What follows belongs to an exercise in optimizing a design on an open flow for small area; a production flow would make more cautious choices. Only simulation tests tie the RTL to the original design; equivalence was not proved.

## Fir
module Fir#(
	parameter	DATA_WIDTH = 32
)(
	input						clk,
	input						reset_n,
	input						control,
	input	[DATA_WIDTH - 1: 0] b,
	input	[DATA_WIDTH - 1: 0] x,
	output reg	[DATA_WIDTH - 1: 0]	data_out
);
	reg		[32 : 0] 	b_array [8 : 0];
	reg		[31 : 0] 	x_array [8 : 0];
	wire	[31 : 0]	s;
	integer i;
	always @(posedge clk) begin
		if (control == 1'b0) begin
			for (i = 0; i < 8; i = i + 1)
				b_array[i] <= b_array[i + 1];
			b_array[8] <= {^(b & 32'haaaaaaaa), ~(b ^ ({b[30:0], 1'b0} & 32'h55555555)) ^ 32'haaaaaaaa};
		end
	end
	always @(posedge clk) begin
		if (reset_n && (control == 1'b1)) begin
			for (i = 8; i > 0; i = i - 1)
				x_array[i] <= x_array[i - 1];
			x_array[0] <= ~x;
		end
	end
	always @(posedge clk) begin
		data_out <= s;
	end
	wire [31:0] xn0 = ~x_array[0];
	wire [31:0] xn1 = ~x_array[1];
	wire [31:0] xn2 = ~x_array[2];
	wire [31:0] xn3 = ~x_array[3];
	wire [31:0] xn4 = ~x_array[4];
	wire [31:0] xn5 = ~x_array[5];
	wire [31:0] xn6 = ~x_array[6];
	wire [31:0] xn7 = ~x_array[7];
	wire [31:0] xn8 = ~x_array[8];
	wire one_0_0;
	wire two_0_0;
	wire neg_0_0;
	wire pp_0_0_0;
	wire pc_0_0;
	wire pp_0_0_1;
	wire pp_0_0_2;
	wire pp_0_0_3;
	wire pp_0_0_4;
	wire pp_0_0_5;
	wire pp_0_0_6;
	wire pp_0_0_7;
	wire pp_0_0_8;
	wire pp_0_0_9;
	wire pp_0_0_10;
	wire pp_0_0_11;
	wire pp_0_0_12;
	wire pp_0_0_13;
	wire pp_0_0_14;
	wire pp_0_0_15;
	wire pp_0_0_16;
	wire pp_0_0_17;
	wire pp_0_0_18;
	wire pp_0_0_19;
	wire pp_0_0_20;
	wire pp_0_0_21;
	wire pp_0_0_22;
	wire pp_0_0_23;
	wire pp_0_0_24;
	wire pp_0_0_25;
	wire pp_0_0_26;
	wire pp_0_0_27;
	wire pp_0_0_28;
	wire pp_0_0_29;
	wire pp_0_0_30;
	wire pp_0_0_31;
	wire one_0_1;
	wire two_0_1;
	wire neg_0_1;
	wire pp_0_1_0;
	wire pc_0_1;
	wire pp_0_1_1;
	wire pp_0_1_2;
	wire pp_0_1_3;
	wire pp_0_1_4;
	wire pp_0_1_5;
	wire pp_0_1_6;
	wire pp_0_1_7;
	wire pp_0_1_8;
	wire pp_0_1_9;
	wire pp_0_1_10;
	wire pp_0_1_11;
	wire pp_0_1_12;
	wire pp_0_1_13;
	wire pp_0_1_14;
	wire pp_0_1_15;
	wire pp_0_1_16;
	wire pp_0_1_17;
  ...
export LEC_CHECK = 0
export ABC_AREA = 1
export CAP_MARGIN = 20
export CORE_MARGIN = 2
export CORE_UTILIZATION = 50
export CTS_CLUSTER_DIAMETER = 80
export CTS_CLUSTER_SIZE = 20
export PLACE_DENSITY = 0.65
export SLEW_MARGIN = 20
export SYNTH_HIERARCHICAL = 1
export SYNTH_MINIMUM_KEEP_SIZE = 0
create_clock -name core_clock -period 13.0 [get_ports {clk}]
run.sh (not shown) runs the stock make flow with config.mk's settings and CLKGATE_MAP_FILE= SYNTH_SCRIPT=/design/flow/synth_recipe.tcl, a recipe that flattens the netlist after the stock synthesis.
Next try:
==> flow/flow/run.sh (new file) <==
#!/bin/bash
# Own flow: the standard synthesis (standard.sh synth), then the combinational
# logic between that synthesis's registers, full/half adders and tie cells mapped
# again by ABC for area (flow/remap.tcl; registers, their names and cell types are
# kept), then the standard layout (standard.sh finish) on that netlist.
# Each tool's output goes to a log file of its own in this folder.
set -euo pipefail
R="orfs/results/${FLOW_PLATFORM}/Fir/base"
bash standard.sh synth > synth.log 2>&1
cp "$R/1_2_yosys.v" "$R/1_2_yosys_standard.v"
YOSYS="${YOSYS_EXE:-}"
if [[ -z "$YOSYS" || ! -x "$YOSYS" ]]; then
  YOSYS="$(command -v yosys || true)"
fi
if [[ -z "$YOSYS" ]]; then
  YOSYS="$FLOW_HOME/../tools/install/yosys/bin/yosys"
fi
REMAP_IN="$R/1_2_yosys_standard.v" REMAP_OUT="$R/1_2_yosys_remap.v" \
REMAP_LIB="$FLOW_HOME/platforms/$FLOW_PLATFORM/lib/sky130_fd_sc_hd__tt_025C_1v80.lib" \
REMAP_ABC="$PWD/flow/area.abc" REMAP_TOP="$FLOW_TOP" \
  "$YOSYS" -c flow/remap.tcl > remap.log 2>&1
cp "$R/1_2_yosys_remap.v" "$R/1_2_yosys.v"
rm -f "$R/1_synth.odb" "$R/1_synth.sdc"
# ports keep their buffers, as the standard flow gives them; the smallest buffer cell is used
bash standard.sh finish "BUFFER_PORTS_ARGS=-buffer_cell sky130_fd_sc_hd__buf_1" > layout.log 2>&1
==> flow/flow/area.abc (new file) <==
strash
dch
amap
topo
==> flow/flow/remap.tcl (new file) <==
# Map the combinational logic of the standard synthesis's netlist again, for area.
# Registers, full/half adders and tie cells stay as they are (black boxes here).
yosys -import
set lib $::env(REMAP_LIB)
set top $::env(REMAP_TOP)
read_liberty -ignore_miss_func $lib
blackbox sky130_fd_sc_hd__fa_* sky130_fd_sc_hd__ha_* sky130_fd_sc_hd__*df* sky130_fd_sc_hd__*dl* sky130_fd_sc_hd__conb_*
read_verilog $::env(REMAP_IN)
hierarchy -check -top $top
tee -o remap_stat_before.txt stat -liberty $lib
flatten
opt_clean -purge
opt
set dont_use {}
foreach c {probe_p_8 probec_p_8 lpflow_* } {
  lappend dont_use -dont_use sky130_fd_sc_hd__$c
}
abc -script $::env(REMAP_ABC) -liberty $lib {*}$dont_use
opt_clean -purge
setundef -zero
hilomap -singleton -hicell sky130_fd_sc_hd__conb_1 HI -locell sky130_fd_sc_hd__conb_1 LO
splitnets
opt_clean -purge
insbuf -buf sky130_fd_sc_hd__buf_4 A X
tee -o remap_stat_after.txt stat -liberty $lib
tee -o remap_check.txt check
select -module $top
write_verilog -noattr -nohex -nodec -selected $::env(REMAP_OUT)
==> flow/standard.sh (new file) <==
#!/bin/bash
# synth_recipe.tcl (not shown) runs the flow's synth.tcl, then flattens the netlist and writes it again
# the make line also repeats each setting of config.mk as NAME=value (left out here)
make -C /OpenROAD-flow-scripts/flow DESIGN_CONFIG=/design/flow/config.mk WORK_HOME=/design/flow/orfs CLKGATE_MAP_FILE= SYNTH_SCRIPT=/design/flow/synth_recipe.tcl "${@:-finish}"
- CTS_BUF_LIST: default -> sky130_fd_sc_hd__clkbuf_8
- CTS_CLUSTER_DIAMETER: 80 -> default
- CTS_CLUSTER_SIZE: 20 -> default
removed: flow/run.sh
=>
- design area fell by a few percent
- first-iteration DRC count rose by a quarter to a third
- count of clock-buffer cells in the layout rose by 64
- hold slack degrades by 0.0057 ns
- wire length fell slightly
- cell count rose by a little under a tenth
- synthesized cell count rose slightly
Next try:
--- a/flow/flow/run.sh
+++ b/flow/flow/run.sh
@@ -24,2 +24,5 @@
-# ports keep their buffers, as the standard flow gives them; the smallest buffer cell is used
-bash standard.sh finish "BUFFER_PORTS_ARGS=-buffer_cell sky130_fd_sc_hd__buf_1" > layout.log 2>&1
+# Ports keep their buffers, as the standard flow gives them; the smallest buffer cell is used.
+# The clock tree is built as the standard flow builds it, without dummy loads.
+bash standard.sh finish "BUFFER_PORTS_ARGS=-buffer_cell sky130_fd_sc_hd__buf_1" \
+  "CTS_ARGS=-sink_clustering_enable -repair_clock_nets -dont_use_dummy_load -sink_clustering_size 24 -sink_clustering_max_diameter 100" \
+  > layout.log 2>&1
- CTS_BUF_LIST: sky130_fd_sc_hd__clkbuf_8 -> default
Outcome: The changed run finished with timing, DRC and antenna clean. Final area went down slightly. Via count went down slightly. Worst hold slack improves by 0.0081 ns. Setup slack degrades by 0.059 ns. Non-clock buffer count went up by 1. Count of clock-buffer cells in the layout went down by 87. Die area does not change.

[what the ideal ports hide]
Ports are ideal in the flow. The routed layouts listed here were re-timed in OpenROAD. Step 1 sets driving cells, clkbuf_16 on the clock port and buf_2 on the other inputs (assumed; they add their load-dependent delay and slew). Step 2, shift: input delay + t, output delay - t, t = (earliest + latest rising clock arrival at the registers) / 2. This alone moves slack from input paths to output paths. a / b / c = no drivers / after step 1 / after step 2; a / b = the first two.
run | shift t [ns] | setup slack, ns | worst hold slack (ns)
the first run | 0.857 | 1.652 / 1.652 / 1.652 | 0.485 / 0.485 / 0.485
the second run | 1.089 | 0.343 / 0.343 / 0.343 | 0.480 / 0.480 / 0.480
the third run | 0.893 | 0.283 / 0.283 / 0.283 | 0.488 / 0.488 / 0.488
After both steps setup and hold are still met in every run listed.
